What follows belongs to an exercise in optimizing a design on an open flow for small area, a short achievable clock period and few clock cycles; a production flow would make more cautious choices. Where RTL was checked, it was by simulation tests only, not by an equivalence proof against the original. Function not checked in runs 8 and 9: the RTL went through the layout flow alone. Power figures rest on the tool's default switching activity, not on a simulated workload.

--- flow/design.v ---
module axi_stream_insert_header #(
	parameter DATA_WD 		= 32,
	parameter DATA_BYTE_WD 	= DATA_WD / 8,
	parameter BYTE_CNT_WD 	= $clog2(DATA_BYTE_WD)
) (
	input clk,
	input rst_n,
	input 							valid_in,
	input 	[DATA_WD-1 : 0] 		data_in,
	input 	[DATA_BYTE_WD-1 : 0] 	keep_in,
	input 							last_in,
	output 							ready_in,
	output 							valid_out,
	output 	[DATA_WD-1 : 0] 		data_out,
	output 	[DATA_BYTE_WD-1:0] 		keep_out,
	output 							last_out,
	input 							ready_out,
	input 							valid_insert,
	input 	[DATA_WD-1 : 0] 		header_insert,
	input 	[DATA_BYTE_WD-1 : 0] 	keep_insert,
	input 	[BYTE_CNT_WD : 0] 		byte_insert_cnt,
	output 							ready_insert
);
	reg			e;			 
	reg			fl;			 
	reg			pend;		 
	reg	[3:0]	m;			 
	reg	[31:0]	rem;
	wire		ne		= ~e;
	wire		nfl		= ~fl;
	wire		strm	= ~e & ~fl & ~pend;
	wire		owed	= pend | fl;
	wire [2:0]	nq		= ~(m[2:0] & {nfl, nfl, 1'b1});	 
	wire [2:1]	fk		= rem[25:24];	 
	wire		np1		= fl & ~fk[1];
	wire		np2		= fl & ~fk[2];
	wire [2:0]	nv;
	ahi_a21oi u_nv0 (.a1(m[1]), .a2(keep_in[0]), .b1(pend), .y(nv[0]));
	ahi_nand2 u_nv1 (.a(m[2]), .b(keep_in[1]), .y(nv[1]));
	ahi_nand2 u_nv2 (.a(m[3]), .b(keep_in[2]), .y(nv[2]));
	wire		ri_x, ri_y, ri_b;
	ahi_nand4 u_ri_x (.a(nv[0]), .b(nv[1]), .c(nv[2]), .d(valid_in), .y(ri_x));
	ahi_nand2 u_ri_y (.a(ready_out), .b(last_in), .y(ri_y));
	ahi_nand2 u_ri_b (.a(ready_out), .b(fl), .y(ri_b));
	ahi_o211ai u_ri (.a1(ri_x), .a2(ri_y), .b1(ne), .c1(ri_b), .y(ready_insert));
	wire		lz;
	ahi_nand4 u_lz (.a(nv[0]), .b(nv[1]), .c(nv[2]), .d(last_in), .y(lz));
	ahi_nand2 u_last (.a(nfl), .b(lz), .y(last_out));
	ahi_and2 u_rin (.a(ready_out), .b(strm), .y(ready_in));
	ahi_a21o u_vout (.a1(valid_in), .a2(ne), .b1(owed), .y(valid_out));
	assign keep_out[3] = 1'b1;
	wire [2:0]	kt;
	ahi_nor2 u_kt2 (.a(nq[0]), .b(keep_in[2]), .y(kt[2]));
	ahi_o22ai u_kt1 (.a1(nq[0]), .a2(keep_in[1]), .b1(nq[1]), .b2(keep_in[2]), .y(kt[1]));
	ahi_o222ai u_kt0 (.a1(nq[0]), .a2(keep_in[0]), .b1(nq[1]), .b2(keep_in[1]), .c1(nq[2]), .c2(keep_in[2]), .y(kt[0]));
	ahi_a21oi u_k2 (.a1(last_in), .a2(kt[2]), .b1(np2), .y(keep_out[2]));
	ahi_a21oi u_k1 (.a1(last_in), .a2(kt[1]), .b1(np1), .y(keep_out[1]));
	ahi_a21oi u_k0 (.a1(last_in), .a2(kt[0]), .b1(fl), .y(keep_out[0]));
	wire [63:0]	win		= {rem, data_in};
	wire [4:0]	sel		= {pend, m};
	genvar gj;
	generate
		for (gj = 0; gj < 16; gj = gj + 1) begin : g_lo
			wire t01, t23, t4;
			ahi_a22oi u_t01 (.a1(sel[0]), .a2(win[gj]), .b1(sel[1]), .b2(win[gj + 8]), .y(t01));
			ahi_a22oi u_t23 (.a1(sel[2]), .a2(win[gj + 16]), .b1(sel[3]), .b2(win[gj + 24]), .y(t23));
			ahi_nand2 u_t4 (.a(sel[4]), .b(win[gj + 32]), .y(t4));
			ahi_nand3 u_o (.a(t01), .b(t23), .c(t4), .y(data_out[gj]));
		end
		for (gj = 16; gj < 24; gj = gj + 1) begin : g_l2
			wire td, tr;
			ahi_a22oi u_td (.a1(sel[0]), .a2(win[gj]), .b1(sel[1]), .b2(win[gj + 8]), .y(td));
			ahi_a222oi u_tr (.a1(sel[2]), .a2(win[gj + 16]), .b1(sel[3]), .b2(win[gj + 24]),
							 .c1(sel[4]), .c2(win[gj + 32]), .y(tr));
			ahi_nand2 u_o (.a(td), .b(tr), .y(data_out[gj]));
		end
		for (gj = 24; gj < 32; gj = gj + 1) begin : g_l3
			wire td, tr;
			ahi_a22oi u_td (.a1(sel[0]), .a2(win[gj]), .b1(sel[4]), .b2(win[gj + 32]), .y(td));
			ahi_a222oi u_tr (.a1(sel[1]), .a2(win[gj + 8]), .b1(sel[2]), .b2(win[gj + 16]),
							 .c1(sel[3]), .c2(win[gj + 24]), .y(tr));
			ahi_nand2 u_o (.a(td), .b(tr), .y(data_out[gj]));
		end
	endgenerate
	wire		fit_i	= ~pend & ~(m[1] & keep_in[0] | m[2] & keep_in[1] | m[3] & keep_in[2]);
	wire		lf		= last_in & fit_i;
	wire		take_h	= valid_insert & (e | ready_out & (fl | valid_in & lf));
	wire		hs		= ready_out & (owed | ~e & valid_in);
	always @(posedge clk or negedge rst_n) begin
		if (!rst_n) begin
			e		<= 1'b1;
			fl		<= 1'b0;
			pend	<= 1'b0;
			m		<= 4'd0;
		end else if (take_h) begin
			e		<= 1'b0;
			fl		<= 1'b0;
			pend	<= keep_insert[3];
			m		<= {keep_insert[2] & ~keep_insert[3], keep_insert[1] & ~keep_insert[2],
						~keep_insert[1], 1'b0};
		end else if (hs) begin
			if (fl | strm & lf) begin
				e		<= 1'b1;
				fl		<= 1'b0;
			end else if (pend) begin
				pend	<= 1'b0;
				m		<= 4'b0001;
			end else if (last_in) begin
				fl		<= 1'b1;
			end
		end
	end
	wire		en		= e | ready_out & (fl | pend | valid_in);
	wire		hsel	= e | fl | lf;
	genvar gr;
	wire		ld_h	= en & hsel;
	wire		ld_d	= en & ~hsel;
	wire		hold	= ~en;
	wire [23:0]	rn;
	generate
		for (gr = 0; gr < 24; gr = gr + 1) begin : g_rem
			ahi_a222oi u_rn (.a1(ld_h), .a2(header_insert[gr]), .b1(ld_d), .b2(data_in[gr]),
							 .c1(hold), .c2(rem[gr]), .y(rn[gr]));
		end
	endgenerate
	wire [2:1]	fk_new	= {m[2] & keep_in[0] | m[3] & keep_in[1], m[3] & keep_in[0]};
	always @(posedge clk) begin
		rem[23:0]	<= ~rn;
		if (en) begin
			rem[31:26]	<= header_insert[31:26];
			rem[25:24]	<= hsel ? header_insert[25:24] : fk_new;
		end
	end
endmodule
module ahi_nand2 (input a, input b, output y);
	assign y = ~(a & b);
endmodule
module ahi_nand3 (input a, input b, input c, output y);
	assign y = ~(a & b & c);
endmodule
module ahi_nand4 (input a, input b, input c, input d, output y);
	assign y = ~(a & b & c & d);
endmodule
module ahi_nor2 (input a, input b, output y);
	assign y = ~(a | b);
endmodule
module ahi_and2 (input a, input b, output y);
	assign y = a & b;
endmodule
module ahi_a21o (input a1, input a2, input b1, output y);
	assign y = a1 & a2 | b1;
endmodule
module ahi_a21oi (input a1, input a2, input b1, output y);
	assign y = ~(a1 & a2 | b1);
endmodule
module ahi_a22oi (input a1, input a2, input b1, input b2, output y);
	assign y = ~(a1 & a2 | b1 & b2);
endmodule
module ahi_o211ai (input a1, input a2, input b1, input c1, output y);
	assign y = ~((a1 | a2) & b1 & c1);
endmodule
module ahi_o22ai (input a1, input a2, input b1, input b2, output y);
	assign y = ~((a1 | a2) & (b1 | b2));
endmodule
module ahi_o222ai (input a1, input a2, input b1, input b2, input c1, input c2, output y);
	assign y = ~((a1 | a2) & (b1 | b2) & (c1 | c2));
endmodule
module ahi_a222oi (input a1, input a2, input b1, input b2, input c1, input c2, output y);
	assign y = ~(a1 & a2 | b1 & b2 | c1 & c2);
endmodule
--- flow/flow/run.sh ---
#!/bin/bash
# The standard layout (standard.sh), with three changes:
# - the port buffers are buf_1 cells (every input and output port still gets
#   its own buffer);
# - the clock tree has no dummy balancing loads;
# - after the standard synthesis, every cell is set to its smallest drive
#   strength (flow/downsize.tcl); repair during placement sizes up again.
# Each tool's output goes to a log file of its own in this folder.
set -euo pipefail
ARGS=("BUFFER_PORTS_ARGS=-buffer_cell sky130_fd_sc_hd__buf_1"
      "CTS_ARGS=-sink_clustering_enable -repair_clock_nets -dont_use_dummy_load")
bash standard.sh "${ARGS[@]}" synth > synth.log 2>&1
R=orfs/results/${FLOW_PLATFORM:-sky130hd}/axi_stream_insert_header/base
cp $R/1_synth.odb $R/1_synth_standard.odb
DS_IN=$R/1_synth_standard.odb DS_OUT=$R/1_synth.odb openroad -no_init -exit flow/downsize.tcl > downsize.log 2>&1
bash standard.sh "${ARGS[@]}" finish > layout.log 2>&1
--- flow/flow/downsize.tcl ---
# Swap every cell of the synthesized netlist to the smallest drive strength
# of the same cell (same function and pins); placement and timing repair
# size them up again where needed. Registers keep their cell type.
read_db $::env(DS_IN)
set db [ord::get_db]
set best [dict create]
foreach lib [$db getLibs] {
  foreach m [$lib getMasters] {
    set n [$m getName]
    if {[regexp {^(sky130_fd_sc_hd__[a-z0-9]+)_(\d+)$} $n -> base sz]} {
      set a [expr {[$m getWidth] * [$m getHeight]}]
      if {![dict exists $best $base] || $a < [lindex [dict get $best $base] 1]} {
        dict set best $base [list $m $a]
      }
    }
  }
}
set n 0
foreach inst [[ord::get_db_block] getInsts] {
  set m [$inst getMaster]
  if {[regexp {^(sky130_fd_sc_hd__[a-z0-9]+)_(\d+)$} [$m getName] -> base sz]} {
    set b [lindex [dict get $best $base] 0]
    if {[$b getName] ne [$m getName]} {
      $inst swapMaster $b
      incr n
    }
  }
}
puts "downsized $n cells"
write_db $::env(DS_OUT)
--- flow/standard.sh ---
#!/bin/bash
# synth_recipe.tcl (not shown) runs the flow's synth.tcl, then flattens the netlist and writes it again
# the make line also repeats each setting of config.mk as NAME=value (left out here)
make -C /OpenROAD-flow-scripts/flow DESIGN_CONFIG=/design/flow/config.mk WORK_HOME=/design/flow/orfs CLKGATE_MAP_FILE= SYNTH_SCRIPT=/design/flow/synth_recipe.tcl "${@:-finish}"
--- flow/config.mk ---
export PLATFORM = sky130hd
export DESIGN_NAME = axi_stream_insert_header
export DESIGN_NICKNAME = axi_stream_insert_header
export VERILOG_FILES = /design/flow/design.v
export SDC_FILE = /design/flow/constraint.sdc
export NUM_CORES = 4
export LEC_CHECK = 0
export CAP_MARGIN = 20
export CORE_MARGIN = 2
export CORE_UTILIZATION = 30
export SETUP_SLACK_MARGIN = 2.6
export SLEW_MARGIN = 20
export SYNTH_HIERARCHICAL = 1
export SYNTH_MINIMUM_KEEP_SIZE = 0
export TNS_END_PERCENT = 0
--- flow/constraint.sdc ---
create_clock -name core_clock -period 5.0 [get_ports {clk}]
set_input_delay 1.0000 -clock core_clock [delete_from_list [all_inputs] [get_ports {clk}]]
set_output_delay 1.0000 -clock core_clock [all_outputs]
set_load 0.01 [all_outputs]
==> results.toml, run 1 <==
[floorplanning]
die_y_um = 93.0
dieArea_um2 = 8640
die_w_um = 93.0
core_um2 = 7690
rows = 32
start_util_pct = 30.9
io_pins = 121

[global_route]
grtUsageTotal_pct = 19.5
grt_max_degree = 38
overflow = 0
antenna_found_initial = 0
grt_pass1_vias = 2718
grt_pass1_wl_mm = 13.4

[sta]
tightest_slew_ps = 871
rsz0062_at_grt = "true"
maxClockFrequency_mhz = 378
whs_ps = 511
slew_violations = 0
setup_viol = 0
tns_ps = 0
clock-skew-final_ps = 18.0
timing.final.crit_share_pct = 52.9
hold_viol = 0
period_needed_ps = 2640
slew_headroom_pct = 41.3

[power_and_ir_drop]
p_per_area_nw_per_um2 = 722
ir_drop_mv = 0.289
switching_share_pct = 50.0
combinationalPowerShare_pct = 62.4
intPower_mw = 1.15
seqPwrFrac_pct = 29.1
switching_power_mw = 1.15
power_mw = 2.30
leakagePower_nw = 1.26
clock_power_share_pct = 8.4

[cts]
cts_buffers = 5
cts_buffer_depth = 2
path_clk_slew_ps = 50
htreeDepth = 2
cts_root_buf = "clkbuf_8"
cts_tree = "done"
postCtsHoldBufs = 0
clock_latency_ps = 290
cts.sinks = 39

[synthesis]
synthCells = 274
avgSynthCellArea_um2 = 8.67
yosysWarnings = 7
synthesis.nets = 355
synth.cell_area_um2 = 2370

[routing]
vias_per_cell = 5.95
wl_mm = 8.99
firstDrtPassIters = 7
avgRoutedWirePerCell_um = 17.8
num_vias = 2999
ant_nets = 0
drc_errors = 0
drtIter0Drc = 429

[placed_design]
gp_congestion = 0.786
hpwl_mm = 5.68
io_buffers = 114

[critical_path]
crit_slowest_cell = "o211ai_1"
criticalPathCategory = "in -> out"
startpoint_type = "input pin"
worstPathMaxFanout = 2
crit_path_end_kind = "primary output"
slowest_delay_ps = 180
cp.required_ps = 4000
path_cells = "buf_8 > a21oi_4 > nand4_1 > o211ai_1 > buf_2"
crit_arrival_ps = 1640

[finish]
multiInputGateArea_um2 = 1430
seqCellArea_um2 = 908
fillers = 812
syn_to_final_growth_pct = 34.0
finish.utilization_pct = 41.4
num_antenna_cells = 0
layout-drive-gt1-share_pct = 9.45
fin_nets = 485

[job]
maxCapViolCount = 0

[worst_hold_path]
hold_path_class = "reg -> reg"

[outcome]
outcome = "finished clean"
registers in the layout (all words and copies together), names as in the netlist:
name	count
e	1
m	4
rem	32
fl	1
pend	1
worst max-delay path, delay by kind of cell:
| kind | cells | cell delay, ps |
|---|---|---|
| buffers and inverters | 2 | 250 |
| AND/OR/NAND/NOR | 1 | 90 |
| AO/OA/AOI/OAI | 2 | 300 |
per-layer routing:
layer  GRT usage [%]  vias to the layer above  wire [um]
met3            3.22                        7        926
met5               0                        -          0
met4            4.66                        0         52
met1            26.8                     1402       3820
li1                -                     1400          -
met2            32.1                      190       4190
power groups by stage:
stage | logic [mW] | clock network [mW] | registers [mW]
after floorplan | 0.811 | 0 | 0.707
after CTS | 1.36 | 0.202 | 0.672
final | 1.43 | 0.194 | 0.669
after global routing | 1.58 | 0.214 | 0.694
after detailed placement | 1.27 | 0 | 0.712
after global placement | 1.26 | 0 | 0.708
timing repair:
| item | CTS | global route |
|---|---|---|
| resized for setup | 17 | 11 |
| cloned | 0 | 1 |
| setup buffers | 5 | 1 |
| pin swaps | 3 | 6 |
| endpoints found under the setup margin | 72 | 73 |
| endpoints found under the hold margin | 0 | 0 |
layout by cell type, fill, tap and decap left out, types with 3 or more instances in the layout:
cell      count
nand3_1      18
clkbuf_2      3
a21oi_1       5
dfrtp_2       3
a311o_1       3
nand2_1      41
clkbuf_8      5
o211ai_1      4
nand4_1       3
edfxtp_1      8
buf_6         3
buf_4         6
buf_2         4
nor2_1        8
a22oi_1      49
o21ai_0       6
a222oi_1     40
inv_1        27
dfxtp_1      24
buf_1       106
per-stage QoR:
step | cells | setup WS [ps] | instance area (um2)
after global routing | 504 | 2240 | 3180
after detailed placement | 492 | 1720 | 2980
after CTS | 502 | 2340 | 3120
after global placement | 492 | 1700 | 2980
final | 504 | 2360 | 3180
after floorplan | 274 | 2530 | 2400
layout make-up:
| class | instances | area share [%] |
|---|---|---|
| Multi-Input combinational cell | 206 | 44.9 |
| Clock buffer | 5 | 2.16 |
| Inverter | 28 | 3.34 |
| Sequential cell | 39 | 28.5 |
| Tap cell | 102 | 4.01 |
| Timing Repair Buffer | 124 | 17.0 |
final timing paths:
kind	cells after the start	endpoint	start	slack, ps
setup / recovery	5	ready_insert	keep_in[0]	2360
hold / removal	2	rem[20]	rem[20]	510
setup reg to reg	6	rem[0]	m[3]	2750
hold reg to reg	2	rem[20]	rem[20]	510
max in group asynchronous	1	m[1]	rst_n	4010
min in group asynchronous	1	m[0]	rst_n	630
Testbench counts, summed over its fixed seeds: cycles 1,652.
==> run 2: changes to the inputs <==
--- a/flow/config.mk
+++ b/flow/config.mk
@@ -10,3 +10,3 @@
 export CORE_UTILIZATION = 30
-export SETUP_SLACK_MARGIN = 2.6
+export SETUP_SLACK_MARGIN = 0.0
 export SLEW_MARGIN = 20
==> run 2 against run 1 <==
  * Still clean on timing, DRC and antenna
  * Final area is 3.7% lower
  * Utilization down 1.5 points
  * Synthesized cell count is the same
  * Count of clock-buffer cells in the layout did not move
  * Sequential share of layout area up 0.78 points
  * Sequential cell count is the same
  * Register-to-register slack got worse by 490 ps
  * Final cell count is 0.79% lower
  * Highest routed layer unchanged
==> results.toml, run 2 <==
[power_and_ir_drop]
power_mw = 2.19
p_per_area_nw_per_um2 = 715
switching_power_mw = 1.09
combinationalPowerShare_pct = 59.1
intPower_mw = 1.10
ir_drop_mv = 0.407
leakagePower_nw = 1.20
clock_power_share_pct = 8.6
seqPwrFrac_pct = 32.4
switching_share_pct = 49.9

[critical_path]
worstPathMaxFanout = 24
slowest_delay_ps = 670
r2r_start = "m[2]"
startpoint_type = "flop"
crit_arrival_ps = 1920
crit_slowest_cell = "dfrtp_1"
crit_path_end_kind = "primary output"
criticalPathCategory = "reg -> out"
r2r_end = "rem[20]"
cp.buffers_inverters = 2
rrSetupSlack_ps = 2260
cp.required_ps = 4000
crit_cells = 6
path_delay_family = "flip-flops"
path_cells = "buf_4 > nand2_1 > o22a_1 > o21ai_0 > a21oi_1 > buf_1"
r2r_cells = 7

[floorplanning]
dieArea_um2 = 8640
die_y_um = 93.0
io_pins = 121
start_util_pct = 30.9
die_w_um = 93.0
core_um2 = 7690
rows = 32

[routing]
drtIter0Drc = 348
ant_nets = 0
drc_errors = 0
wl_mm = 8.46
firstDrtPassIters = 6
num_vias = 2981
vias_per_cell = 5.96
avgRoutedWirePerCell_um = 16.9

[synthesis]
synthCells = 274
synth.cell_area_um2 = 2370
yosysWarnings = 7
synthesis.nets = 355
avgSynthCellArea_um2 = 8.67

[finish]
multiInputGateArea_um2 = 1380
seqCellArea_um2 = 898
reg_top3 = "rem x32, m x4"
fin_nets = 481
num_antenna_cells = 0
largest_reg_flops = 32
top_register = "rem"
syn_to_final_growth_pct = 29.0
final_common_cell = "buf_1"
final_cell_mix = "buf_1, a22oi_1, nand2_1, a222oi_1, inv_1"
layout-drive-gt1-share_pct = 3.77
fillers = 865

[placed_design]
hpwl_mm = 5.87
gp_congestion = 0.841
io_buffers = 114

[cts]
cts_buffer_depth = 2
cts_buffers = 5
cts_setup_buffers = 0
cts_root_buf = "clkbuf_8"
clock_latency_ps = 290
cts.sinks = 39
cts_tree = "done"
htreeDepth = 2
postCtsHoldBufs = 0
path_clk_slew_ps = 70
cts_resized = 0

[sta]
period_needed_ps = 2920
hold_viol = 0
slew_headroom_pct = 40.1
maxClockFrequency_mhz = 343
rsz0062_at_grt = "false"
tightest_slew_ps = 888
tns_ps = 0
clock-skew-final_ps = 14.6
slew_violations = 0
timing.final.crit_share_pct = 58.4
setup_viol = 0

[global_route]
grt_pass1_wl_mm = 13.2
grt_pass1_vias = 2551
grt_max_degree = 37
antenna_found_initial = 0
grtUsageTotal_pct = 19.1
overflow = 0

[worst_hold_path]
hp-start = "rem[17]"
holdPathEnd = "rem[17]"
holdPathStages = 2
hold_path_class = "reg -> reg"

[outcome]
outcome = "finished clean"

[job]
maxCapViolCount = 0
run 2: final cells by class:
| type | instances | area share [%] |
|---|---|---|
| tap | 102 | 4.17 |
| clock buffer | 5 | 2.25 |
| inverter | 28 | 3.43 |
| sequential | 39 | 29.3 |
| timing repair buffer | 121 | 15.9 |
| multi-input combinational | 205 | 44.9 |
run 2: worst max path at each step:
stage / startpoint / to
finish: m[2] / keep_out[0]
global route: m[2] / keep_out[0]
CTS: m[2] / keep_out[0]
detailed placement: ready_out / rem[2]
global placement: ready_out / rem[8]
floorplan: valid_in / rem[0]
run 2: layer usage:
layer  GRT usage (%)  wire [um]  vias to the layer above
met4            3.92         53                        0
met2            31.5       4020                      179
met5               0          0                        -
met1            26.5       3560                     1405
li1                -          -                     1392
met3            2.98        819                        5
run 2: power groups by stage:
stage	registers, mW	clock network [mW]	logic, mW
after detailed placement	0.712	0	1.29
after CTS	0.705	0.197	1.30
final	0.709	0.187	1.29
after global routing	0.736	0.206	1.43
after global placement	0.706	0	1.27
after floorplan	0.702	0	0.798
run 2: worst reg2reg max path, stage by stage, from the launching register on:
cell	delay (ps)
dfrtp_1	670
buf_4	400
a22oi_1	210
a311o_1	460
nor2_2	540
buf_8	240
a222oi_1	80
inv_1	80
run 2: metrics by stage:
stage	worst slack (ps)	util [%]	hold WS, ps	cells	instance area (um2)
floorplan	1990	-	470	274	2370
global placement	1680	38.7	489	494	2970
detailed placement	2150	38.9	497	495	2990
CTS	2090	39.8	515	500	3060
global route	1930	39.8	544	500	3060
finish	2080	39.8	517	500	3060
==> run 3: changes to the inputs <==
--- a/flow/config.mk
+++ b/flow/config.mk
@@ -10,3 +10,3 @@
 export CORE_UTILIZATION = 30
-export SETUP_SLACK_MARGIN = 0.0
+export SETUP_SLACK_MARGIN = 2.2
 export SLEW_MARGIN = 20
==> run 3 against run 2 <==
  * Still clean
  * Setup slack better by 120 ps
  * Count of clock-buffer cells in the layout is the same
  * Sequential power shrank 4.4%
  * Register-to-register slack improved by 400 ps
  * Final area down 0.20%
  * Wire length rose by 0.26%
  * Non-clock buffer count down 1
  * Clock skew shrank 2.3 ps
  * Sequential cell count unchanged
  * Utilization down 0.081 points
  * Synthesized cell count unchanged
  * Critical path type is now in -> out
==> results.toml, run 3 <==
[outcome]
outcome = "finished clean"

[global_route]
grt_pass1_wl_mm = 12.9
antenna_found_initial = 0
grtUsageTotal_pct = 18.4
overflow = 0
grt_pass1_vias = 2697
grt_max_degree = 38

[routing]
ant_nets = 0
wl_mm = 8.48
avgRoutedWirePerCell_um = 17.0
drtIter0Drc = 330
firstDrtPassIters = 6
num_vias = 2991
drc_errors = 0
vias_per_cell = 5.99

[finish]
reg_top3 = "rem x32, m x4"
largest_reg_flops = 32
top_register = "rem"
fillers = 861
final_common_cell = "buf_1"
syn_to_final_growth_pct = 28.7
fin_nets = 480
final_cell_mix = "buf_1, a22oi_1, nand2_1, a222oi_1, inv_1"
layout-drive-gt1-share_pct = 3.78
num_antenna_cells = 0
finish.utilization_pct = 39.8

[cts]
htreeDepth = 2
cts_buffers = 5
cts_buffer_depth = 2
postCtsHoldBufs = 0
cts.sinks = 39
cts_tree = "done"
cts_setup_buffers = 0
cts_root_buf = "clkbuf_8"
clock_latency_ps = 280
path_clk_slew_ps = 80

[synthesis]
avgSynthCellArea_um2 = 8.67
synth.cell_area_um2 = 2370
yosysWarnings = 7
synthCells = 274
synthesis.nets = 355

[floorplanning]
rows = 32
io_pins = 121
dieArea_um2 = 8640
core_um2 = 7690
die_y_um = 93.0
start_util_pct = 30.9
die_w_um = 93.0

[sta]
maxClockFrequency_mhz = 358
clock-skew-final_ps = 12.3
slew_headroom_pct = 37.4
tns_ps = 0
setup_viol = 0
rsz0062_at_grt = "true"
timing.final.crit_share_pct = 55.9
hold_viol = 0
slew_violations = 0
tightest_slew_ps = 930
period_needed_ps = 2800

[critical_path]
crit_arrival_ps = 1800
crit_path_end_kind = "primary output"
crit_slowest_cell = "a21oi_1"
worstPathMaxFanout = 5
cp.required_ps = 4000
criticalPathCategory = "in -> out"
path_cells = "buf_1 > a21oi_1 > nand4_1 > o211ai_1 > buf_1"
critical_path.most_common_cell = "buf_1"
startpoint_type = "input pin"
slowest_delay_ps = 200

[power_and_ir_drop]
leakagePower_nw = 1.20
p_per_area_nw_per_um2 = 717
ir_drop_mv = 0.372

[placed_design]
io_buffers = 114
hpwl_mm = 5.65
gp_congestion = 0.862

[worst_hold_path]
hold_path_class = "reg -> reg"

[job]
maxCapViolCount = 0
==> run 3: path summary, 6_finish.rpt <==
path / slack [ps] / startpoint / end / cells after the start
max reg2reg: 2660 / m[1] / rem[22] / 6
max: 2200 / keep_in[0] / ready_insert / 5
max in group asynchronous: 4080 / rst_n / e / 1
min reg2reg: 520 / rem[21] / rem[21] / 2
min: 520 / rem[21] / rem[21] / 2
min in group asynchronous: 610 / rst_n / fl / 1
==> run 3: critical path: cells and delay by family <==
family                 cells  cell delay, ps
and+or+nand+nor            1             120
buffers and inverters      2             310
AOI/OAI and AO/OA          2             370
==> run 3: what timing repair did <==
action                                  4_1_cts  5_1_grt
gates resized for setup                       2        1
endpoints found under the setup margin       26        3
gates cloned                                  0        0
==> run 3: routing by layer <==
metal | GRT usage (%) | part of all wire (%)
met4 | 4.66 | 0.78
met2 | 31.2 | 47
met1 | 24.3 | 44
met5 | 0 | 0
met3 | 2.98 | 8.1
==> run 3: metrics by stage <==
stage | total power [mW] | setup slack [ps] | instance area [um2] | hold WS [ps] | cells
2_1_floorplan | 1.50 | 2250 | 2370 | 470 | 274
3_3_place_gp | 1.96 | 1780 | 2970 | 486 | 494
3_5_place_dp | 1.98 | 1750 | 2970 | 499 | 494
4_1_cts | 2.18 | 2190 | 3050 | 519 | 499
5_1_grt | 2.37 | 2140 | 3060 | 530 | 499
6_report | 2.19 | 2200 | 3060 | 516 | 499
==> run 3: area by class of cell <==
cell class,instances,area [um2],area share [%]
multi-input cells,205,1380,45.1
inverters,28,105,3.44
well taps,102,128,4.18
repair buffers,120,473,15.5
flip-flops and latches,39,902,29.5
clock buffers,5,68.8,2.25
==> run 3: report_power, final <==
| group | total [mW] | internal, mW | switching (mW) |
|---|---|---|---|
| Combinational | 1.33 | 0.515 | 0.811 |
| Sequential | 0.678 | 0.489 | 0.190 |
| Clock | 0.189 | 0.0899 | 0.0989 |
| Total | 2.19 | 1.09 | 1.10 |
==> run 4: changes to the inputs <==
--- a/flow/config.mk
+++ b/flow/config.mk
@@ -9,4 +9,4 @@
 export CORE_MARGIN = 2
-export CORE_UTILIZATION = 30
-export SETUP_SLACK_MARGIN = 2.2
+export CORE_UTILIZATION = 40
+export SETUP_SLACK_MARGIN = 2.5
 export SLEW_MARGIN = 20
==> run 4 against run 3 <==
  * Register-to-register slack improved by 50 ps
  * Highest routed layer unchanged
  * Clock skew decreased by 4.0 ps
  * Combinational power about the same
  * First-iteration DRC count increased by 20%
  * Utilization increased by 14 points
  * Critical path type unchanged
  * Setup slack improved by 160 ps
  * Count of clock-buffer cells in the layout unchanged
  * Wire length decreased by 3.2%
  * Synthesized cell count unchanged
  * Still clean
  * Sequential cell count unchanged
==> results.toml, run 4 <==
[cts]
path_clk_slew_ps = 70
clock_latency_ps = 290
cts_buffers = 5
cts_tree = "done"
cts_buffer_depth = 2
postCtsHoldBufs = 0
cts_root_buf = "clkbuf_8"
htreeDepth = 2
cts.sinks = 39

[floorplanning]
start_util_pct = 40.8
io_pins = 121
core_um2 = 5820
rows = 28
die_y_um = 81.1
die_w_um = 81.1
dieArea_um2 = 6570

[critical_path]
worstPathMaxFanout = 2
r2r_cells = 6
crit_path_end_kind = "primary output"
rrSetupSlack_ps = 2710
criticalPathCategory = "in -> out"
startpoint_type = "input pin"
crit_arrival_ps = 1630
r2r_start = "m[3]"
cp.required_ps = 4000
r2r_end = "rem[8]"

[finish]
layout-drive-gt1-share_pct = 8.46
top_register = "rem"
syn_to_final_growth_pct = 31.2
final_common_cell = "buf_1"
final_cell_mix = "buf_1, a22oi_1, nand2_1, a222oi_1, inv_1"
stdcell_area_um2 = 3120
fin_nets = 485
num_antenna_cells = 0
reg_top3 = "rem x32, m x4"
largest_reg_flops = 32

[routing]
vias_per_cell = 6.30
avgRoutedWirePerCell_um = 17.2
num_vias = 3005
wl_mm = 8.21
drtIter0Drc = 396
drc_errors = 0
firstDrtPassIters = 8
ant_nets = 0

[sta]
tightest_slew_ps = 951
whs_ps = 518
timing.final.crit_share_pct = 52.6
period_needed_ps = 2630
slew_headroom_pct = 35.9
tns_ps = 0
slew_violations = 0
rsz0062_at_grt = "true"
clock-skew-final_ps = 8.37
maxClockFrequency_mhz = 380
setup_ws_ps = 2370
setup_viol = 0
hold_viol = 0

[synthesis]
synth.cell_area_um2 = 2370
avgSynthCellArea_um2 = 8.67
yosysWarnings = 7
synthCells = 274
synthesis.nets = 355

[global_route]
overflow = 0
grt_max_degree = 38
top_usage_layer = "met2"
grt_pass1_wl_mm = 12.4
use_met1_pct = 31.7
grt.met3_usage_pct = 4.78
grtUsageTotal_pct = 24.3
antenna_found_initial = 0
grt_pass1_vias = 2522
met2_usage_pct = 41.6

[power_and_ir_drop]
power_mw = 2.24
leakagePower_nw = 1.25
ir_drop_mv = 0.467
p_per_area_nw_per_um2 = 718

[job]
maxCapViolCount = 0

[placed_design]
io_buffers = 114
hpwl_mm = 5.47
dp_slack_ps = 1690
post_dp_cell_area_um2 = 2950
gp_congestion = 0.876

[worst_hold_path]
holdPathEnd = "rem[23]"
hp-start = "rem[23]"
hold_path_class = "reg -> reg"
holdPathStages = 2

[outcome]
outcome = "finished clean"
[run 4: area by class of cell]
cell class | instances | area (um2)
clock buffers | 5 | 68.8
fillers | 618 | 2700
inverters | 28 | 106
multi-input cells | 205 | 1400
flip-flops and latches | 39 | 908
well taps | 75 | 93.8
repair buffers | 125 | 544
[run 4: worst max path at each step]
stage	startpoint	end	depth (start not counted)
floorplan	keep_in[0]	ready_insert	3
global placement	ready_out	rem[7]	6
detailed placement	ready_out	rem[9]	6
CTS	keep_in[0]	ready_insert	5
global route	keep_in[0]	ready_insert	5
finish	keep_in[0]	ready_insert	5
[run 4: per-stage QoR]
step / util [%] / cells
after floorplan: - / 274
after global placement: 50.4 / 465
after detailed placement: 50.7 / 466
after CTS: 52.7 / 472
after global routing: 53.6 / 477
final: 53.6 / 477
[run 4: power by group]
group / leakage (nW) / total [mW] / switching [mW] / internal (mW)
combinational: 0.860 / 1.36 / 0.807 / 0.552
sequential: 0.357 / 0.692 / 0.198 / 0.493
clock: 0.0359 / 0.188 / 0.0980 / 0.0898
[run 4: layer usage]
metal	wire [um]	vias up
met1	3530	1465
met4	101	0
li1	-	1396
met2	3900	134
met3	671	10
met5	0	-
[run 4: worst max-delay path: stages]
cell	delay, ps
buf_8	100
a21oi_4	110
nand4_1	100
o211ai_1	160
buf_2	160
[run 4: what timing repair did]
item                                   CTS  global route
pin swaps                                3             4
buffers inserted                         1             5
resized for setup                       17             7
endpoints found under the hold margin    0             0
setup endpoints to repair               63            72
gates cloned                             0             0
==> run 5: changes to the inputs <==
--- a/flow/config.mk
+++ b/flow/config.mk
@@ -9,3 +9,3 @@
 export CORE_MARGIN = 2
-export CORE_UTILIZATION = 40
+export CORE_UTILIZATION = 30
 export SETUP_SLACK_MARGIN = 2.5
@@ -14,2 +14,2 @@
 export SYNTH_MINIMUM_KEEP_SIZE = 0
-export TNS_END_PERCENT = 0
+export TNS_END_PERCENT = 3
==> run 5 against run 4 <==
  * Utilization is 13 points lower
  * Setup slack worse by 28 ps
  * Largest power group unchanged
  * Critical path depth stayed put
  * Non-clock buffer count is 1 lower
  * Highest routed layer unchanged
  * Still clean
  * Largest cell class unchanged
==> results.toml, run 5 <==
[finish]
fillers = 856
reg_top3 = "rem x32, m x4"
fin_nets = 484
top_register = "rem"
syn_to_final_growth_pct = 32.5
stdcell_count = 503
final_cell_mix = "buf_1, a22oi_1, nand2_1, a222oi_1, inv_1"
largest_reg_flops = 32
seqCellArea_um2 = 902
layout-drive-gt1-share_pct = 8.48
num_antenna_cells = 0
multiInputGateArea_um2 = 1410
final_common_cell = "buf_1"

[placed_design]
io_buffers = 114
hpwl_mm = 5.84
placed_cells = 494
gp_congestion = 0.844

[routing]
drtIter0Drc = 429
avgRoutedWirePerCell_um = 17.2
wl_mm = 8.65
ant_nets = 0
num_vias = 2991
drc_errors = 0
vias_per_cell = 5.95
firstDrtPassIters = 8

[cts]
cts_buffers = 5
cts_buffer_depth = 2
cts.sinks = 39
cts_root_buf = "clkbuf_8"
cts_tree = "done"
htreeDepth = 2
clock_latency_ps = 290
path_clk_slew_ps = 80

[sta]
rsz0062_at_grt = "true"
clock-skew-final_ps = 19.5
timing.final.crit_share_pct = 53.2
whs_ps = 526
tns_ps = 0
period_needed_ps = 2660
maxClockFrequency_mhz = 376
setup_viol = 0
slew_violations = 0
tightest_slew_ps = 854
hold_viol = 0
slew_headroom_pct = 42.5

[power_and_ir_drop]
seqPwrFrac_pct = 28.7
switching_share_pct = 50.0
switching_power_mw = 1.13
ir_drop_mv = 0.323
clock_power_share_pct = 8.5
p_per_area_nw_per_um2 = 717
leakagePower_nw = 1.25
combinationalPowerShare_pct = 62.8
intPower_mw = 1.13

[worst_hold_path]
hold_path_class = "reg -> reg"

[floorplanning]
dieArea_um2 = 8640
start_util_pct = 30.9
die_y_um = 93.0
core_um2 = 7690
io_pins = 121
die_w_um = 93.0
rows = 32

[critical_path]
crit_path_end_kind = "primary output"
worstPathMaxFanout = 2
cp.required_ps = 4000
startpoint_type = "input pin"
crit_arrival_ps = 1660
criticalPathCategory = "in -> out"

[global_route]
grt_pass1_vias = 2808
grt_max_degree = 38
grt_pass1_wl_mm = 13.7
antenna_found_initial = 0
grtUsageTotal_pct = 19.6
overflow = 0

[job]
maxCapViolCount = 0

[synthesis]
synthCells = 274
avgSynthCellArea_um2 = 8.67
synth.cell_area_um2 = 2370
synthesis.nets = 355
yosysWarnings = 7

[outcome]
outcome = "finished clean"
run 5: per-stage QoR:
step / total power [mW] / setup slack (ps) / util [%] / cell area [um2]
finish: 2.25 / 2340 / 40.9 / 3150
global route: 2.44 / 2280 / 40.9 / 3150
CTS: 2.23 / 2340 / 40.5 / 3110
detailed placement: 2.00 / 1670 / 38.8 / 2980
global placement: 1.97 / 1700 / 38.8 / 2980
floorplan: 1.51 / 2500 / - / 2390
run 5: metal layers:
| layer | part of all wire, % | up-vias | routed length [um] | global-route usage (%) |
|---|---|---|---|---|
| li1 | - | 1396 | - | - |
| met1 | 42 | 1418 | 3600 | 25.3 |
| met2 | 48 | 163 | 4160 | 33.0 |
| met3 | 8.3 | 14 | 722 | 3.55 |
| met4 | 1.9 | 0 | 163 | 6.86 |
| met5 | 0 | - | 0 | 0 |
run 5: cell type report:
type	instances	share of cell area, %
inverter	28	3.38
multi-input combinational	205	44.9
clock buffer	5	2.19
tap	102	4.06
timing repair buffer	124	16.8
sequential	39	28.7
run 5: power by group through the flow:
stage	combinational, mW	clock (mW)	sequential [mW]
2_1_floorplan	0.808	0	0.703
3_3_place_gp	1.31	0	0.667
3_5_place_dp	1.32	0	0.673
4_1_cts	1.38	0.200	0.654
5_1_grt	1.56	0.215	0.666
6_report	1.41	0.192	0.648
run 5: timing repair:
item,4_1_cts,5_1_grt
setup buffers,2,2
hold buffers,0,0
pin swaps,4,3
endpoints found under the setup margin,70,64
hold endpoints to repair,0,0
gates resized for setup,17,7
run 5: worst paths after layout:
path,from,end,slack [ps],depth (start not counted)
worst max-delay path,keep_in[0],ready_insert,2340,5
worst min-delay path,rem[22],rem[22],530,2
worst max register to register,m[2],rem[18],2640,7
worst min register to register,rem[22],rem[22],530,2
max in group asynchronous,rst_n,e,4080,1
min in group asynchronous,rst_n,m[3],590,1
run 5: critical path, cell delays in order:
cell	delay, ps
buf_8	100
a21oi_4	110
nand4_1	100
o211ai_1	180
buf_2	170
==> run 6: changes to the inputs <==
--- a/flow/config.mk
+++ b/flow/config.mk
@@ -14,2 +14,2 @@
 export SYNTH_MINIMUM_KEEP_SIZE = 0
-export TNS_END_PERCENT = 3
+export TNS_END_PERCENT = 10
==> run 6 against run 5 <==
  * Still clean
  * Area after synthesis is the same
  * Via count is 1.7% higher
  * Clock power about the same
  * Critical path depth stayed put
  * First-iteration DRC count rose by 13%
  * Global-route usage is the same
  * Critical path type unchanged
==> results.toml, run 6 <==
[outcome]
outcome = "finished clean"

[sta]
hold_viol = 0
whs_ps = 520
slew_violations = 0
rsz0062_at_grt = "true"
slew_headroom_pct = 41.0
setup_viol = 0
timing.final.crit_share_pct = 53.2
tightest_slew_ps = 876
setup_ws_ps = 2340
maxClockFrequency_mhz = 376
tns_ps = 0
clock-skew-final_ps = 22.9
period_needed_ps = 2660

[finish]
final_common_cell = "buf_1"
final_cell_mix = "buf_1, a22oi_1, nand2_1, a222oi_1, inv_1"
syn_to_final_growth_pct = 42.3
num_antenna_cells = 0
fin_nets = 494
reg_top3 = "rem x32, m x4"
finish.utilization_pct = 44.0
top_register = "rem"
layout-drive-gt1-share_pct = 13.1
largest_reg_flops = 32

[synthesis]
avgSynthCellArea_um2 = 8.67
yosysWarnings = 7
synthesis.nets = 355
synthCells = 274
synth.cell_area_um2 = 2370

[placed_design]
io_buffers = 114
hpwl_mm = 5.84
dp_slack_ps = 1670
gp_congestion = 0.844

[critical_path]
cp.required_ps = 4000
path_cells = "buf_8 > a21oi_4 > nand4_1 > o211ai_1 > buf_2"
crit_arrival_ps = 1660
cp.buffers_inverters = 2
criticalPathCategory = "in -> out"
startpoint_type = "input pin"
crit_slowest_cell = "o211ai_1"
crit_path_end_kind = "primary output"
worstPathMaxFanout = 2
path_delay_family = "compound AO/OA/AOI/OAI gates"
slowest_delay_ps = 180
rrSetupSlack_ps = 2630

[cts]
htreeDepth = 2
cts_buffer_depth = 2
cts_buffers = 5
path_clk_slew_ps = 60
postCtsHoldBufs = 0
cts_tree = "done"
clock_latency_ps = 300
cts.sinks = 39
cts_root_buf = "clkbuf_8"

[power_and_ir_drop]
p_per_area_nw_per_um2 = 721
ir_drop_mv = 0.322
power_mw = 2.44
leakagePower_nw = 1.37

[global_route]
grt_max_degree = 38
overflow = 0
grt_pass1_wl_mm = 13.7
grtUsageTotal_pct = 19.6
grt_pass1_vias = 2808
antenna_found_initial = 0

[routing]
vias_per_cell = 5.93
avgRoutedWirePerCell_um = 18.1
drc_errors = 0
firstDrtPassIters = 10
num_vias = 3042
wl_mm = 9.27
drtIter0Drc = 483
ant_nets = 0

[floorplanning]
start_util_pct = 30.9
rows = 32
die_w_um = 93.0
dieArea_um2 = 8640
io_pins = 121
core_um2 = 7690
die_y_um = 93.0

[worst_hold_path]
hold_path_class = "reg -> reg"

[job]
maxCapViolCount = 0
-- run 6: cell count changes in the layout (fill, tap and decap cells not counted), sizes merged --
cell and change:
buf +5, clkbuf +5
-- run 6: per-stage QoR --
step | instances | instance area [um2]
5_1_grt | 513 | 3380
3_3_place_gp | 494 | 2980
3_5_place_dp | 494 | 2980
6_report | 513 | 3380
2_1_floorplan | 274 | 2390
4_1_cts | 501 | 3110
-- run 6: area by class of cell --
class,count,area (um2)
clock buffer,5,68.8
fill,847,4310
inverter,28,106
multi-input combinational,205,1430
sequential,39,902
tap,102,128
timing repair buffer,134,748
-- run 6: what timing repair did --
item,4_1_cts,5_1_grt
pin swaps,4,13
cloned,0,3
gates resized for setup,17,45
setup buffers,2,9
endpoints found under the setup margin,70,64
-- run 6: path summary, 6_finish.rpt --
path | cells after the start | start | endpoint
worst max-delay path | 5 | keep_in[0] | ready_insert
worst min register to register | 2 | rem[19] | rem[19]
min in group asynchronous | 1 | rst_n | m[3]
max in group asynchronous | 1 | rst_n | e
worst max register to register | 6 | pend | rem[12]
worst min-delay path | 2 | rem[19] | rem[19]
-- run 6: power by group --
| part | leakage, nW | internal [mW] | switching, mW |
|---|---|---|---|
| Sequential | 0.358 | 0.489 | 0.163 |
| Clock | 0.0359 | 0.0900 | 0.103 |
| Combinational | 0.977 | 0.682 | 0.910 |
-- run 6: per-layer routing --
metal	vias to the layer above	global-route usage, %	part of all wire (%)
li1	1426	-	-
met1	1419	25.3	40
met2	177	33.0	47
met3	20	3.55	10
met4	0	6.86	2.1
met5	-	0	0
-- run 6: worst register-to-register path, delay by kind of cell, from the launching register on --
kind                   cells  cell delay (ps)
buffers and inverters      2              230
AND/OR/NAND/NOR            2              710
flip-flops                 1              460
AO/OA/AOI/OAI              2              840
==> run 7: changes to the inputs <==
--- a/flow/config.mk
+++ b/flow/config.mk
@@ -14,2 +14,2 @@
 export SYNTH_MINIMUM_KEEP_SIZE = 0
-export TNS_END_PERCENT = 10
+export TNS_END_PERCENT = 0
==> run 7 against run 6 <==
  * Utilization down 3.2 points
  * Worst hold slack better by 9.8 ps
  * Register-to-register slack about the same
  * Count of clock-buffer cells in the layout stayed put
  * Setup slack improved by 9.3 ps
  * Non-clock buffer count fell by 10
  * Clock power about the same
  * First-iteration DRC count shrank 17%
  * Sequential cell count is the same
  * Final area down 7.4%
  * Clock skew is 2.3 ps lower
  * Synthesized cell count unchanged
  * Critical path type unchanged
  * Critical endpoint unchanged
  * Largest cell class unchanged
  * Largest power group unchanged
==> results.toml, run 7 <==
[finish]
fillers = 853
num_antenna_cells = 0
final_common_cell = "buf_1"
seqCellArea_um2 = 901
syn_to_final_growth_pct = 31.8
layout-drive-gt1-share_pct = 7.98
final_cell_mix = "buf_1, a22oi_1, nand2_1, a222oi_1, inv_1"
largest_reg_flops = 32
top_register = "rem"
multiInputGateArea_um2 = 1400
fin_nets = 484
reg_top3 = "rem x32, m x4"

[placed_design]
hpwl_mm = 5.84
dp_slack_ps = 1670
gp_congestion = 0.844
io_buffers = 114

[critical_path]
slowest_delay_ps = 180
crit_slowest_cell = "o211ai_1"
worstPathMaxFanout = 2
crit_arrival_ps = 1650
crit_path_end_kind = "primary output"
startpoint_type = "input pin"
criticalPathCategory = "in -> out"
cp.required_ps = 4000
path_cells = "buf_8 > a21oi_4 > nand4_1 > o211ai_1 > buf_2"

[sta]
slew_violations = 0
timing.final.crit_share_pct = 53.0
setup_ws_ps = 2350
clock-skew-final_ps = 20.6
maxClockFrequency_mhz = 377
slew_headroom_pct = 42.7
hold_viol = 0
setup_viol = 0
tns_ps = 0
period_needed_ps = 2650
rsz0062_at_grt = "true"
tightest_slew_ps = 851

[synthesis]
synth.cell_area_um2 = 2370
synthesis.nets = 355
yosysWarnings = 7
avgSynthCellArea_um2 = 8.67
synthCells = 274

[global_route]
grtUsageTotal_pct = 19.6
overflow = 0
grt_pass1_vias = 2803
antenna_found_initial = 0
grt_max_degree = 38
grt_pass1_wl_mm = 13.7

[cts]
clock_latency_ps = 290
htreeDepth = 2
cts_buffer_depth = 2
path_clk_slew_ps = 60
cts_tree = "done"
postCtsHoldBufs = 0
cts_root_buf = "clkbuf_8"
cts_buffers = 5
cts.sinks = 39

[routing]
drtIter0Drc = 401
firstDrtPassIters = 9
avgRoutedWirePerCell_um = 17.2
num_vias = 2987
ant_nets = 0
wl_mm = 8.67
drc_errors = 0
vias_per_cell = 5.94

[power_and_ir_drop]
ir_drop_mv = 0.321
p_per_area_nw_per_um2 = 715
leakagePower_nw = 1.25
power_mw = 2.24

[job]
maxCapViolCount = 0

[worst_hold_path]
hold_path_class = "reg -> reg"

[floorplanning]
rows = 32
die_w_um = 93.0
core_um2 = 7690
die_y_um = 93.0
io_pins = 121
dieArea_um2 = 8640
start_util_pct = 30.9

[outcome]
outcome = "finished clean"
-- run 7: path summary, 6_finish.rpt --
check,start,to,slack [ps],depth (start not counted)
max,keep_in[0],ready_insert,2350,5
min,rem[21],rem[21],530,2
max reg2reg,m[2],rem[12],2630,6
min reg2reg,rem[21],rem[21],530,2
max in group asynchronous,rst_n,e,4070,1
min in group asynchronous,rst_n,m[3],600,1
-- run 7: critical path, delay by kind of cell --
family                 cells  cell delay [ps]
AOI/OAI and AO/OA          2              290
buffers and inverters      2              260
and+or+nand+nor            1              100
-- run 7: power by group --
group / internal (mW) / leakage, nW / switching [mW]
clock network: 0.0899 / 0.0359 / 0.100
registers: 0.488 / 0.359 / 0.155
logic: 0.544 / 0.854 / 0.863
total: 1.12 / 1.25 / 1.12
-- run 7: timing repair --
item | CTS | global route
endpoints found under the setup margin | 70 | 64
resized for setup | 16 | 5
endpoints found under the hold margin | 0 | 0
pin swaps | 3 | 3
setup buffers | 2 | 2
-- run 7: per-layer routing --
layer / wire (um) / vias to the layer above / part of all wire (%) / global-route usage, %
met3: 804 / 15 / 9.3 / 3.55
met2: 4200 / 175 / 48 / 33.0
met1: 3500 / 1402 / 40 / 25.2
li1: - / 1395 / - / -
met4: 169 / 0 / 1.9 / 6.86
met5: 0 / - / 0 / 0
-- run 7: layout make-up --
class | instances | area share (%)
repair buffers | 124 | 16.9
well taps | 102 | 4.08
clock buffers | 5 | 2.20
flip-flops and latches | 39 | 28.8
multi-input cells | 205 | 44.6
inverters | 28 | 3.40
-- run 7: metrics by stage --
| stage | hold WS, ps | instances | cell area (um2) | utilization (%) |
|---|---|---|---|---|
| after floorplan | 470 | 274 | 2390 | - |
| after global placement | 487 | 494 | 2980 | 38.8 |
| after detailed placement | 498 | 494 | 2980 | 38.8 |
| after CTS | 516 | 501 | 3100 | 40.3 |
| after global routing | 547 | 503 | 3130 | 40.7 |
| final | 529 | 503 | 3130 | 40.7 |
==> run 8: changes to the inputs <==
--- a/flow/design.v
+++ b/flow/design.v
@@ -30,5 +30,6 @@
 	wire		nfl		= ~fl;
+	wire		npend	= ~pend;
 	wire		strm	= ~e & ~fl & ~pend;
 	wire		owed	= pend | fl;
-	wire [2:0]	nq		= ~(m[2:0] & {nfl, nfl, 1'b1});	 
+	wire [2:0]	nq		= ~(m[2:0] & {nfl, nfl, npend});	 
 	wire [2:1]	fk		= rem[25:24];	 
@@ -59,3 +60,3 @@
 	wire [63:0]	win		= {rem, data_in};
-	wire [4:0]	sel		= {pend, m};
+	wire [4:0]	sel		= {pend, m[3:1], m[0] & npend};
 	genvar gj;
@@ -99,3 +100,3 @@
 			m		<= {keep_insert[2] & ~keep_insert[3], keep_insert[1] & ~keep_insert[2],
-						~keep_insert[1], 1'b0};
+						~keep_insert[1], keep_insert[3]};
 		end else if (hs) begin
@@ -106,3 +107,2 @@
 				pend	<= 1'b0;
-				m		<= 4'b0001;
 			end else if (last_in) begin
==> run 8 against run 7 <==
  * Clock skew increased by 2.5 ps
  * Synthesized cell count decreased by 4.4%
  * Critical path depth unchanged
  * Critical path type unchanged
  * Still clean on timing, DRC and antenna
  * Via count decreased by 0.27%
  * Setup slack got worse by 32 ps
  * Critical endpoint unchanged
  * Power decreased by 10%
  * Global-route usage increased by 1.4 points
  * Sequential share of layout area decreased by 1.0 points
  * First-iteration DRC count increased by 9.0%
  * Final cell count increased by 0.20%
  * Utilization increased by 3.7 points
==> results.toml, run 8 <==
[global_route]
grt_pass1_wl_mm = 13.9
top_usage_layer = "met2"
grt_max_degree = 37
antenna_found_initial = 0
grt.met3_usage_pct = 3.57
overflow = 0
use_met1_pct = 26.3
met2_usage_pct = 34.6
grtUsageTotal_pct = 20.9
grt_pass1_vias = 2769

[critical_path]
crit_path_end_kind = "primary output"
rrSetupSlack_ps = 2600
criticalPathCategory = "in -> out"
r2r_cells = 6
startpoint_type = "input pin"
cp.required_ps = 4000
r2r_end = "rem[0]"
crit_arrival_ps = 1680
worstPathMaxFanout = 5
crit_path_start = "keep_in[0]"
crit_slowest_cell = "o211ai_1"
slowest_delay_ps = 170
r2r_start = "m[1]"
path_cells = "buf_8 > a21oi_4 > nand4_1 > o211ai_1 > buf_2"

[routing]
vias_per_cell = 5.91
drtIter0Drc = 437
firstDrtPassIters = 9
drc_errors = 0
avgRoutedWirePerCell_um = 18.0
num_vias = 2979
wl_mm = 9.06
ant_nets = 0

[floorplanning]
dieArea_um2 = 8380
rows = 31
io_pins = 121
start_util_pct = 31.4
die_w_um = 91.6
core_um2 = 7330
die_y_um = 91.6

[cts]
cts_buffers = 5
htreeDepth = 2
cts_tree = "done"
postCtsHoldBufs = 0
cts_root_buf = "clkbuf_8"
cts_buffer_depth = 2
path_clk_slew_ps = 60
cts.sinks = 39
clock_latency_ps = 290

[sta]
slew_violations = 0
tightest_slew_ps = 843
rsz0062_at_grt = "true"
slew_headroom_pct = 43.8
tns_ps = 0
timing.final.crit_share_pct = 53.7
hold_viol = 0
setup_viol = 0
period_needed_ps = 2680
maxClockFrequency_mhz = 373
clock-skew-final_ps = 23.1

[power_and_ir_drop]
power_mw = 2.01
ir_drop_mv = 0.243
p_per_area_nw_per_um2 = 616
leakagePower_nw = 1.31

[finish]
fin_nets = 488
top_register = "rem"
final_common_cell = "buf_1"
stdcell_area_um2 = 3250
stdcell_count = 504
fillers = 748
layout-drive-gt1-share_pct = 13.8
num_antenna_cells = 0
syn_to_final_growth_pct = 41.5
final_cell_mix = "buf_1, a22oi_1, nand2_1, a222oi_1, inv_1"
largest_reg_flops = 32
reg_top3 = "rem x32, m x4"

[synthesis]
synthCells = 262
yosysWarnings = 7
avgSynthCellArea_um2 = 8.78
synthesis.nets = 343
synth.cell_area_um2 = 2300

[placed_design]
hpwl_mm = 5.47
gp_congestion = 0.813
post_dp_cell_area_um2 = 2930
io_buffers = 114
placed_cells = 477

[job]
maxCapViolCount = 0

[worst_hold_path]
holdPathStages = 2
hold_path_class = "reg -> reg"
hp-start = "rem[16]"
holdPathEnd = "rem[16]"

[outcome]
outcome = "finished clean"
## run 8: how the worst max path moves through the flow
stage / end / slack, ps
after floorplan: rem[0] / 2450
after global placement: rem[8] / 1820
after detailed placement: rem[14] / 1840
after CTS: ready_insert / 2330
after global routing: data_out[8] / 2260
final: ready_insert / 2320
## run 8: per-stage QoR
step / hold slack, ps / utilization [%] / setup slack, ps
6_report: 517 / 44.4 / 2320
5_1_grt: 554 / 44.4 / 2260
4_1_cts: 519 / 43.3 / 2330
3_5_place_dp: 501 / 39.9 / 1840
3_3_place_gp: 489 / 39.9 / 1820
2_1_floorplan: 470 / - / 2450
## run 8: final cells by class
| cell class | instances | area (um2) | area share [%] |
|---|---|---|---|
| Clock buffer | 5 | 68.8 | 2.11 |
| Inverter | 31 | 120 | 3.69 |
| Multi-Input combinational cell | 192 | 1380 | 42.5 |
| Sequential cell | 39 | 903 | 27.8 |
| Tap cell | 99 | 124 | 3.81 |
| Timing Repair Buffer | 137 | 648 | 19.9 |
| Timing Repair inverter | 1 | 7.51 | 0.231 |
## run 8: where the power goes
group          switching (mW)  total (mW)  internal, mW
Clock                   0.103       0.193        0.0900
Combinational           0.711        1.22         0.514
Sequential              0.129       0.588         0.459
## run 8: worst max-delay path, delay by kind of cell
| family | cells | cell delay [ps] |
|---|---|---|
| and+or+nand+nor | 1 | 100 |
| buffers and inverters | 2 | 260 |
| AOI/OAI and AO/OA | 2 | 310 |
## run 8: what timing repair did
action,CTS,global route
gates cloned,2,0
buffers inserted,14,6
gates resized for setup,14,11
pin swaps,4,1
endpoints found under the setup margin,75,65
## run 8: metal layers
metal  vias up  routed length [um]  part of all wire, %
li1       1371                   -                    -
met1      1403                3570                   39
met2       186                4380                   48
met3        19                 846                  9.3
met4         0                 257                  2.8
met5         -                   0                    0
==> run 9: changes to the inputs <==
--- a/flow/design.v
+++ b/flow/design.v
@@ -30,6 +30,5 @@
 	wire		nfl		= ~fl;
-	wire		npend	= ~pend;
 	wire		strm	= ~e & ~fl & ~pend;
 	wire		owed	= pend | fl;
-	wire [2:0]	nq		= ~(m[2:0] & {nfl, nfl, npend});	 
+	wire [2:0]	nq		= ~(m[2:0] & {nfl, nfl, 1'b1});	 
 	wire [2:1]	fk		= rem[25:24];	 
@@ -42,4 +41,4 @@
 	wire		ri_x, ri_y, ri_b;
-	ahi_nand4 u_ri_x (.a(nv[0]), .b(nv[1]), .c(nv[2]), .d(valid_in), .y(ri_x));
-	ahi_nand2 u_ri_y (.a(ready_out), .b(last_in), .y(ri_y));
+	ahi_nand3 u_ri_x (.a(nv[0]), .b(nv[1]), .c(nv[2]), .y(ri_x));
+	ahi_nand3 u_ri_y (.a(ready_out), .b(last_in), .c(valid_in), .y(ri_y));
 	ahi_nand2 u_ri_b (.a(ready_out), .b(fl), .y(ri_b));
@@ -60,3 +59,3 @@
 	wire [63:0]	win		= {rem, data_in};
-	wire [4:0]	sel		= {pend, m[3:1], m[0] & npend};
+	wire [4:0]	sel		= {pend, m};
 	genvar gj;
@@ -100,3 +99,3 @@
 			m		<= {keep_insert[2] & ~keep_insert[3], keep_insert[1] & ~keep_insert[2],
-						~keep_insert[1], keep_insert[3]};
+						~keep_insert[1], 1'b0};
 		end else if (hs) begin
@@ -107,2 +106,3 @@
 				pend	<= 1'b0;
+				m		<= 4'b0001;
 			end else if (last_in) begin
==> run 9 against run 8 <==
  * Die area increased by 3.1%
  * Final cell count is 0.60% lower
  * First-iteration DRC count down 22%
  * Maximum frequency rose by 2.4%
  * Synthesized cell count up 4.6%
  * Non-clock buffer count decreased by 16
  * Sequential share of layout area rose by 0.78 points
  * Clock power about the same
  * Via count is essentially flat
  * Critical path type unchanged
  * Highest routed layer unchanged
==> results.toml, run 9 <==
[outcome]
outcome = "finished clean"

[power_and_ir_drop]
leakagePower_nw = 1.25
seqPwrFrac_pct = 29.6
combinationalPowerShare_pct = 61.9
ir_drop_mv = 0.370
switching_power_mw = 1.14
p_per_area_nw_per_um2 = 715
switching_share_pct = 50.2
clock_power_share_pct = 8.6
intPower_mw = 1.13

[global_route]
grt_pass1_vias = 2596
grtUsageTotal_pct = 18.7
overflow = 0
antenna_found_initial = 0
grt_max_degree = 38
grt_pass1_wl_mm = 12.9

[floorplanning]
die_y_um = 93.0
die_w_um = 93.0
dieArea_um2 = 8640
start_util_pct = 30.9
core_um2 = 7690
io_pins = 121
rows = 32

[placed_design]
gp_congestion = 0.845
post_dp_cell_area_um2 = 2980
io_buffers = 114
hpwl_mm = 5.47

[sta]
hold_viol = 0
rsz0062_at_grt = "true"
whs_ps = 520
slew_violations = 0
setup_viol = 0
maxClockFrequency_mhz = 382
timing.final.crit_share_pct = 52.4
tightest_slew_ps = 868
tns_ps = 0
clock-skew-final_ps = 13.5
slew_headroom_pct = 41.5
period_needed_ps = 2620

[finish]
largest_reg_flops = 32
fillers = 822
reg_top3 = "rem x32, m x4"
final_cell_mix = "buf_1, a22oi_1, nand2_1, a222oi_1, inv_1"
finish.utilization_pct = 41.2
num_antenna_cells = 0
fin_nets = 482
syn_to_final_growth_pct = 33.3
final_common_cell = "buf_1"
top_register = "rem"
layout-drive-gt1-share_pct = 8.02
stdcell_area_um2 = 3170

[job]
maxCapViolCount = 0

[critical_path]
crit_arrival_ps = 1620
crit_slowest_cell = "o211ai_1"
criticalPathCategory = "in -> out"
startpoint_type = "input pin"
worstPathMaxFanout = 2
slowest_delay_ps = 170
crit_path_end_kind = "primary output"
path_cells = "buf_8 > a21oi_4 > nand3_2 > o211ai_1 > buf_2"
cp.required_ps = 4000

[routing]
num_vias = 2978
avgRoutedWirePerCell_um = 17.3
wl_mm = 8.69
drc_errors = 0
vias_per_cell = 5.94
drtIter0Drc = 342
ant_nets = 0
firstDrtPassIters = 10

[cts]
cts_tree = "done"
path_clk_slew_ps = 70
cts_buffer_depth = 2
cts_root_buf = "clkbuf_8"
htreeDepth = 2
postCtsHoldBufs = 0
cts_buffers = 5
clock_latency_ps = 290
cts.sinks = 39

[synthesis]
yosysWarnings = 7
avgSynthCellArea_um2 = 8.67
synth.cell_area_um2 = 2370
synthCells = 274
synthesis.nets = 355

[worst_hold_path]
hold_path_class = "reg -> reg"
run 9: cell types whose count changed in the layout (fill, tap and decap cells not counted), moves of 2 or more:
cell	before	now
nor4b_1	0	2
clkinvlp_4	2	0
nand2_1	40	42
buf_2	5	3
nor2_1	6	8
buf_4	19	6
a22oi_1	44	49
inv_1	30	27
o21ai_0	3	5
a311o_1	0	3
mux2_1	3	0
o211ai_1	1	4
a22oi_2	6	0
run 9: critical path: cells and delay by family:
family / cells / cell delay [ps]
compound gates: 2 / 290
buf+inv: 2 / 260
simple gates: 1 / 70
run 9: per-stage QoR:
step / setup slack [ps] / std cells / power, mW
2_1_floorplan: 2520 / 274 / 1.51
3_3_place_gp: 1660 / 492 / 1.97
3_5_place_dp: 1940 / 492 / 1.99
4_1_cts: 2350 / 498 / 2.20
5_1_grt: 2330 / 501 / 2.45
6_report: 2380 / 501 / 2.26
run 9: power groups by stage:
| stage | Combinational, mW | Sequential [mW] | Clock (mW) |
|---|---|---|---|
| 6_report | 1.40 | 0.670 | 0.194 |
| 4_1_cts | 1.34 | 0.663 | 0.206 |
| 3_3_place_gp | 1.31 | 0.661 | 0 |
| 3_5_place_dp | 1.32 | 0.666 | 0 |
| 2_1_floorplan | 0.809 | 0.703 | 0 |
| 5_1_grt | 1.54 | 0.691 | 0.221 |
run 9: what timing repair did:
action,CTS,global route
pin swaps,3,8
endpoints found under the setup margin,71,63
gates cloned,0,1
setup buffers,1,2
gates resized for setup,15,17
run 9: layout make-up:
cell class / instances / area, um2 / area share, %
Multi-Input combinational cell: 206 / 1430 / 45.1
Inverter: 28 / 106 / 3.36
Timing Repair Buffer: 121 / 531 / 16.8
Sequential cell: 39 / 903 / 28.5
Tap cell: 102 / 128 / 4.03
Clock buffer: 5 / 68.8 / 2.17
run 9: path summary, 6_finish.rpt:
check / start / to / slack, ps / depth (start not counted)
max in group asynchronous: rst_n / m[0] / 4070 / 1
min reg2reg: rem[22] / rem[22] / 520 / 2
max: keep_in[0] / ready_insert / 2380 / 5
max reg2reg: m[1] / rem[0] / 2820 / 6
min: rem[22] / rem[22] / 520 / 2
min in group asynchronous: rst_n / pend / 610 / 1
run 9: metal layers:
| layer | part of all wire, % | global-route usage [%] |
|---|---|---|
| met5 | 0 | 0 |
| met4 | 1.3 | 6.13 |
| met3 | 11 | 4.67 |
| met2 | 47 | 29.5 |
| met1 | 41 | 25.0 |
==> run 10: changes to the inputs <==
--- a/flow/design.v
+++ b/flow/design.v
@@ -41,4 +41,4 @@
 	wire		ri_x, ri_y, ri_b;
-	ahi_nand3 u_ri_x (.a(nv[0]), .b(nv[1]), .c(nv[2]), .y(ri_x));
-	ahi_nand3 u_ri_y (.a(ready_out), .b(last_in), .c(valid_in), .y(ri_y));
+	ahi_nand4 u_ri_x (.a(nv[0]), .b(nv[1]), .c(nv[2]), .d(valid_in), .y(ri_x));
+	ahi_nand2 u_ri_y (.a(ready_out), .b(last_in), .y(ri_y));
 	ahi_nand2 u_ri_b (.a(ready_out), .b(fl), .y(ri_b));
==> flow/flow/run.sh (replaced) <==
#!/bin/bash
# The standard layout, with the port buffers made of buf_1 cells
# (every input and output port still gets its own buffer) and a clock tree
# without dummy balancing loads.
set -euo pipefail
bash standard.sh "BUFFER_PORTS_ARGS=-buffer_cell sky130_fd_sc_hd__buf_1" \
  "CTS_ARGS=-sink_clustering_enable -repair_clock_nets -dont_use_dummy_load" \
  finish > standard_flow.log 2>&1
removed: flow/flow/downsize.tcl
==> run 10 against run 9 <==
  * Maximum frequency is 0.26% lower
  * Sequential share of layout area is 3.2 points lower
  * Synthesized cell count unchanged
  * Setup slack worse by 6.7 ps
  * Critical path type unchanged
  * Count of clock-buffer cells in the layout unchanged
  * Final area up 14%
==> results.toml, run 10 <==
[sta]
maxClockFrequency_mhz = 381
timing.final.crit_share_pct = 52.5
slew_violations = 0
rsz0062_at_grt = "true"
period_needed_ps = 2630
tightest_slew_ps = 725
hold_viol = 0
clock-skew-final_ps = 16.0
slew_headroom_pct = 51.5

[placed_design]
gp_congestion = 0.887
io_buffers = 114
hpwl_mm = 6.15
post_dp_cell_area_um2 = 3270

[global_route]
overflow = 0
antenna_found_initial = 0
grt_pass1_vias = 2927
grt_max_degree = 27
grt_pass1_wl_mm = 15.1
grtUsageTotal_pct = 19.5

[power_and_ir_drop]
ir_drop_mv = 0.448
p_per_area_nw_per_um2 = 730
leakagePower_nw = 1.38

[outcome]
outcome = "finished clean"

[floorplanning]
io_pins = 121
dieArea_um2 = 9710
die_w_um = 98.6
rows = 34
start_util_pct = 30.9

[finish]
fin_nets = 497
layout-drive-gt1-share_pct = 27.3
finish.utilization_pct = 41.7
syn_to_final_growth_pct = 34.8
largest_reg_flops = 32
fillers = 924
reg_top3 = "rem x32, m x4"
top_register = "rem"
num_antenna_cells = 0
final_common_cell = "buf_1"

[critical_path]
startpoint_type = "input pin"
crit_path_end_kind = "primary output"
criticalPathCategory = "in -> out"
cp.required_ps = 4000
r2r_start = "m[3]"
r2r_cells = 7
rrSetupSlack_ps = 2600
crit_arrival_ps = 1630
worstPathMaxFanout = 2

[synthesis]
synthCells = 274
synth.cell_area_um2 = 2680
avgSynthCellArea_um2 = 9.79
synthesis.nets = 355
yosysWarnings = 7

[routing]
drtIter0Drc = 352
met1Wirelength_mm = 4.23
wl_mm = 10.4
drc_errors = 0
firstDrtPassIters = 8
wl_met2_mm = 4.94
vias_per_cell = 6.03
num_vias = 3147
avgRoutedWirePerCell_um = 19.8
highest_layer = "met4"
dr_wl_met3_mm = 1.04

[cts]
cts.sinks = 39
cts_buffer_depth = 2
cts_tree = "done"
cts_root_buf = "clkbuf_8"
clock_latency_ps = 300

[worst_hold_path]
hold_path_class = "reg -> reg"
holdPathStages = 2
hp-start = "rem[19]"
[run 10: layer usage]
metal,global-route usage (%),up-vias
li1,-,1427
met1,26.0,1534
met2,31.3,170
met3,4.11,16
met4,7.06,0
met5,0,-
[run 10: cells by family after synthesis]
| kind of cell | after synthesis | share of synthesized area, % |
|---|---|---|
| simple gates | 85 | 14.4 |
| other cells | 1 | 0.140 |
| flops | 39 | 33.4 |
| compound gates | 118 | 47.1 |
| buf+inv | 30 | 4.62 |
| mux | 1 | 0.373 |
[run 10: stage by stage]
step                setup WS [ps]  power [mW]  std cells  hold WS [ps]
floorplan                    2310        1.68        274           470
global placement             1670        2.15        498           486
detailed placement           2030        2.18        498           498
CTS                          2340        2.55        514           516
global route                 2360        2.82        522           546
finish                       2370        2.64        522           525
[run 10: worst max path at each step]
| stage | startpoint | endpoint | slack [ps] | cells after the start |
|---|---|---|---|---|
| final | keep_in[0] | ready_insert | 2370 | 5 |
| after global routing | keep_in[0] | ready_insert | 2360 | 5 |
| after CTS | keep_in[0] | ready_insert | 2340 | 5 |
| after detailed placement | last_in | rem[22] | 2030 | 7 |
| after global placement | ready_out | rem[9] | 1670 | 7 |
| after floorplan | last_in | rem[0] | 2310 | 5 |
[run 10: final cells by class]
cell class | count | area [um2] | area share [%]
Tap cell | 108 | 135 | 3.74
Multi-Input combinational cell | 205 | 1690 | 46.7
Inverter | 28 | 106 | 2.94
Timing Repair Buffer | 137 | 702 | 19.4
Sequential cell | 39 | 915 | 25.3
Clock buffer | 5 | 68.8 | 1.90
[run 10: repair_timing]
item | CTS | global route
resized for setup | 17 | 12
setup buffers | 11 | 8
pin swaps | 4 | 9
endpoints found under the hold margin | 0 | 0
cloned | 0 | 0
setup endpoints to repair | 63 | 63
hold buffers | 0 | 0
[run 10: power by group]
group          internal, mW  switching, mW  total [mW]
clock                0.0901          0.107       0.198
combinational         0.737          0.999        1.74
sequential            0.500          0.205       0.705
total                  1.33           1.31        2.64
[run 10: worst max-delay path, cell delays in order]
cell and delay [ps]:
buf_8 100, a21oi_4 110, nand4_1 130, o211ai_2 140, buf_2 140
[run 10: modules after synthesis (local to each module, per instance), a selection]
module | cell area [um2] | flops+latches | cells | times used
ahi_nand4 | 6.26 | 0 | 1 | 2
ahi_o22ai | 6.26 | 0 | 1 | 1
ahi_and2 | 6.26 | 0 | 1 | 1
ahi_a21o | 7.51 | 0 | 1 | 1
ahi_o211ai | 12.5 | 0 | 1 | 1
ahi_nor2 | 3.75 | 0 | 1 | 1
ahi_a21oi | 8.76 | 0 | 1 | 4
Testbench counts of run 10, summed over its fixed seeds: cycles 1,652.

Setup slack of run 10, layout unchanged: 2.373 ns with ideal ports, 2.332 ns with driving cells assumed (clock clkbuf_16, inputs buf_2), 2.203 ns with port delays also shifted by the 0.314 ns mid clock arrival.
